Source: an optimization exercise on an open RTL-to-GDS flow (aim: small area). Production flows keep margins and buffers that such runs may drop. RTL that was checked went through simulation tests only; none was proved equivalent to the original. The clock port is modelled as an ideal driver; clocking choices that lean on that would not hold on a real chip. Power figures rest on the tool's default switching activity, not on a simulated workload.

## amber
// midside_axis_wrapper
module midside_axis_wrapper #
(
    parameter integer C_S_AXI_DATA_WIDTH = 32,
    parameter integer C_S_AXI_ADDR_WIDTH = 4,
    parameter integer C_AXIS_DATA_WIDTH  = 32
)
(
    input  wire aclk,
    input  wire aresetn,
    input  wire [C_S_AXI_ADDR_WIDTH-1:0]  s_axi_awaddr,
    input  wire [2:0]                     s_axi_awprot,
    input  wire                           s_axi_awvalid,
    output wire                           s_axi_awready,
    input  wire [C_S_AXI_DATA_WIDTH-1:0]  s_axi_wdata,
    input  wire [(C_S_AXI_DATA_WIDTH/8)-1:0] s_axi_wstrb,
    input  wire                           s_axi_wvalid,
    output wire                           s_axi_wready,
    output wire [1:0]                     s_axi_bresp,
    output wire                           s_axi_bvalid,
    input  wire                           s_axi_bready,
    input  wire [C_S_AXI_ADDR_WIDTH-1:0]  s_axi_araddr,
    input  wire [2:0]                     s_axi_arprot,
    input  wire                           s_axi_arvalid,
    output wire                           s_axi_arready,
    output wire [C_S_AXI_DATA_WIDTH-1:0]  s_axi_rdata,
    output wire [1:0]                     s_axi_rresp,
    output wire                           s_axi_rvalid,
    input  wire                           s_axi_rready,
    input  wire [C_AXIS_DATA_WIDTH-1:0] s_axis_tdata,
    input  wire                         s_axis_tvalid,
    output wire                         s_axis_tready,
    input  wire                         s_axis_tlast,
    output wire [C_AXIS_DATA_WIDTH-1:0] m_axis_tdata,
    output wire                         m_axis_tvalid,
    input  wire                         m_axis_tready,
    output wire                         m_axis_tlast
);
Size in the first run: about 500 cells after synthesis, roughly 170 I/O pins, about 0.0070 sq mm of cells after synthesis.
clock: 5.0 ns
lec_check: 0
cap_margin: 20
core_margin: 2
core_utilization: 60
slew_margin: 20
synth_hierarchical: 1
standard.sh (not shown) runs the stock make flow with config.mk's settings and CLKGATE_MAP_FILE= SYNTH_SCRIPT=/design/flow/synth_recipe.tcl, a recipe that flattens the netlist after the stock synthesis.
==> flow/flow/run.sh <==
#!/bin/bash
set -euo pipefail
bash standard.sh \
  "BUFFER_PORTS_ARGS=-buffer_cell sky130_fd_sc_hd__buf_1" \
  "CTS_ARGS=-sink_clustering_enable -repair_clock_nets -dont_use_dummy_load -buf_list {sky130_fd_sc_hd__clkbuf_4 sky130_fd_sc_hd__clkbuf_8}" \
  finish > flow_make.log 2>&1
amber: PASS, flow complete, no timing, DRC or antenna violations
Inputs modified between amber and juniper:
# amber
export LEC_CHECK = 0
export CAP_MARGIN = 20
export CORE_MARGIN = 2
export CORE_UTILIZATION = 60
export SLEW_MARGIN = 20
export SYNTH_HIERARCHICAL = 1
create_clock -name core_clock -period 5.0 [get_ports {aclk}]
# juniper
export LEC_CHECK = 0
export CAP_MARGIN = 20
export CORE_MARGIN = 2
export CORE_UTILIZATION = 40
export SLEW_MARGIN = 20
export SYNTH_HIERARCHICAL = 1
create_clock -name core_clock -period 5.0 [get_ports {aclk}]
==> flow/flow/run.sh <==
#!/bin/bash
set -euo pipefail
here=$(pwd)
bash standard.sh \
  "BUFFER_PORTS_ARGS=-buffer_cell sky130_fd_sc_hd__buf_1" \
  "CTS_ARGS=-sink_clustering_enable -repair_clock_nets -dont_use_dummy_load -buf_list {sky130_fd_sc_hd__clkbuf_4 sky130_fd_sc_hd__clkbuf_8}" \
  "POST_CTS_TCL=$here/flow/post_cts.tcl" \
  finish > flow_make.log 2>&1
==> flow/flow/post_cts.tcl (new file) <==
# After CTS's own timing repair: give back drive strength that the timing
# does not need (cells are only resized down; placement stays legal).
log_cmd repair_timing -recover_power 100 -setup_margin 0.05
Results
- juniper: done, clean on timing, DRC and antenna
- Slew at the pin closest to its max-slew limit: juniper > amber
- Changes observed in juniper relative to amber: final hold violation count closely matched the old numbers; area of the multi-input gates decreased by 0.48% relative to the old numbers.
- Comparing juniper and amber, utilization is lower on juniper.
- Looking at fill cell instance count of the final layout, juniper sits 704 above amber.
- Setup TNS essentially unchanged between juniper and amber.
- Maximum fanout count along the critical path in juniper vs amber: down 1
- Comparing juniper and amber, the lower met2 wire length is on amber.
- For amber, the origin of the worst setup path was slv_reg0[1], unlike juniper, where it was u_stage1.R_q[0].
- When juniper is measured against amber, its die area turns out 48% higher.
- Looking only at finished layout cell area, and setting everything else aside, the lower value of juniper and amber goes to amber.
- On CTS clock-pin slew for the worst setup and hold paths, juniper and amber are basically level.
Inputs modified between juniper and xenon:
# juniper
export LEC_CHECK = 0
export CAP_MARGIN = 20
export CORE_MARGIN = 2
export CORE_UTILIZATION = 40
export SLEW_MARGIN = 20
export SYNTH_HIERARCHICAL = 1
create_clock -name core_clock -period 5.0 [get_ports {aclk}]
# xenon
export LEC_CHECK = 0
export CAP_MARGIN = 20
export CORE_MARGIN = 2
export CORE_UTILIZATION = 70
export SLEW_MARGIN = 20
export SYNTH_HIERARCHICAL = 1
create_clock -name core_clock -period 5.0 [get_ports {aclk}]
==> flow/flow/run.sh <==
#!/bin/bash
set -euo pipefail
bash standard.sh \
  "BUFFER_PORTS_ARGS=-buffer_cell sky130_fd_sc_hd__buf_1" \
  "CTS_ARGS=-sink_clustering_enable -repair_clock_nets -dont_use_dummy_load -buf_list {sky130_fd_sc_hd__clkbuf_4 sky130_fd_sc_hd__clkbuf_8}" \
  finish > flow_make.log 2>&1
removed: flow/flow/post_cts.tcl
==> comparison <==
- Per the comparison of xenon with juniper, via count has increased; tap cell instance count went down by 92; final clock period utilization by the worst path shows an increase of 0.80 points; total power draw comparable.
- Area of the die shrinks by more than a quarter when moving from juniper to xenon.

========
## exp/amber
midside_axis_wrapper, a different RTL version from the one above (not shown whole).
For scale: about 170 flip-flops, about 170 I/O pins.
export LEC_CHECK = 0
export CAP_MARGIN = 20
export CORE_MARGIN = 2
export CORE_UTILIZATION = 40
export GPL_TIMING_DRIVEN = 0
export SLEW_MARGIN = 20
create_clock -name core_clock -period 5.0 [get_ports {aclk}]
==> flow/flow/run.sh <==
#!/bin/bash
set -euo pipefail
bash standard.sh \
  "BUFFER_PORTS_ARGS=-buffer_cell sky130_fd_sc_hd__buf_1" \
  "CTS_ARGS=-sink_clustering_enable -repair_clock_nets -dont_use_dummy_load -buf_list {sky130_fd_sc_hd__clkbuf_4 sky130_fd_sc_hd__clkbuf_8}" \
  finish > flow_make.log 2>&1
exp/amber completed every stage of the flow, and the final layout passed the timing, design-rule and antenna checks.
For exp/garnet, these inputs were changed with respect to exp/amber:
Settings: GPL_TIMING_DRIVEN: 0 -> unset.
==> flow/flow/run.sh <==
#!/bin/bash
set -euo pipefail
bash standard.sh \
  "BUFFER_PORTS_ARGS=-buffer_cell sky130_fd_sc_hd__buf_1" \
  "CTS_ARGS=-sink_clustering_enable -repair_clock_nets -dont_use_dummy_load -sink_clustering_size 50 -sink_clustering_max_diameter 120 -buf_list {sky130_fd_sc_hd__clkbuf_4 sky130_fd_sc_hd__clkbuf_8}" \
  finish > flow_make.log 2>&1
Findings:
exp/garnet was carried through to the last stage, and its layout satisfied the timing, design-rule and antenna checks. Taking exp/amber as the reference, in exp/garnet relative contribution of sequential cells to total power went up by 0.3 points, routed wire length on met2 went up by 0.33%, area of combinational cells with multiple inputs went down by 61 sq um. A worst setup path endpoint of u_stage2.L_out[12] is what exp/garnet shows, while u_stage2.L_out[10] belongs to exp/amber. Diff exp/amber and exp/garnet: final critical-path share of the clock period lower in exp/garnet.
Function was not checked in any run of this note: the RTL went through the layout flow alone.

separate check: timing with driven ports:
The results above use ideal ports. As a check the final layouts listed here were re-extracted and re-timed, cells and wires unchanged. Step 1 sets driving cells, clkbuf_16 on the clock port and buf_2 on the other inputs (assumed; they add their load-dependent delay and slew). Step 2 also shifts input and output timing later by t, the mid clock arrival at the registers, as if the neighbouring blocks saw the same clock. Three values: no drivers, after step 1, after step 2; two values: the first two.
run	t, ns	setup slack, ns	hold slack, ns
amber	0.463	0.185 / 0.185 / 0.185	0.423 / 0.423 / 0.423
juniper	0.470	0.177 / 0.177 / 0.177	0.436 / 0.436 / 0.436
xenon	0.478	0.137 / 0.137 / 0.137	0.432 / 0.432 / 0.432
exp/amber	0.477	0.140 / 0.140 / 0.140	0.423 / 0.423 / 0.423
exp/garnet	0.476	0.219 / 0.219 / 0.219	0.437 / 0.437 / 0.437
After both steps setup and hold are still met in every run listed.
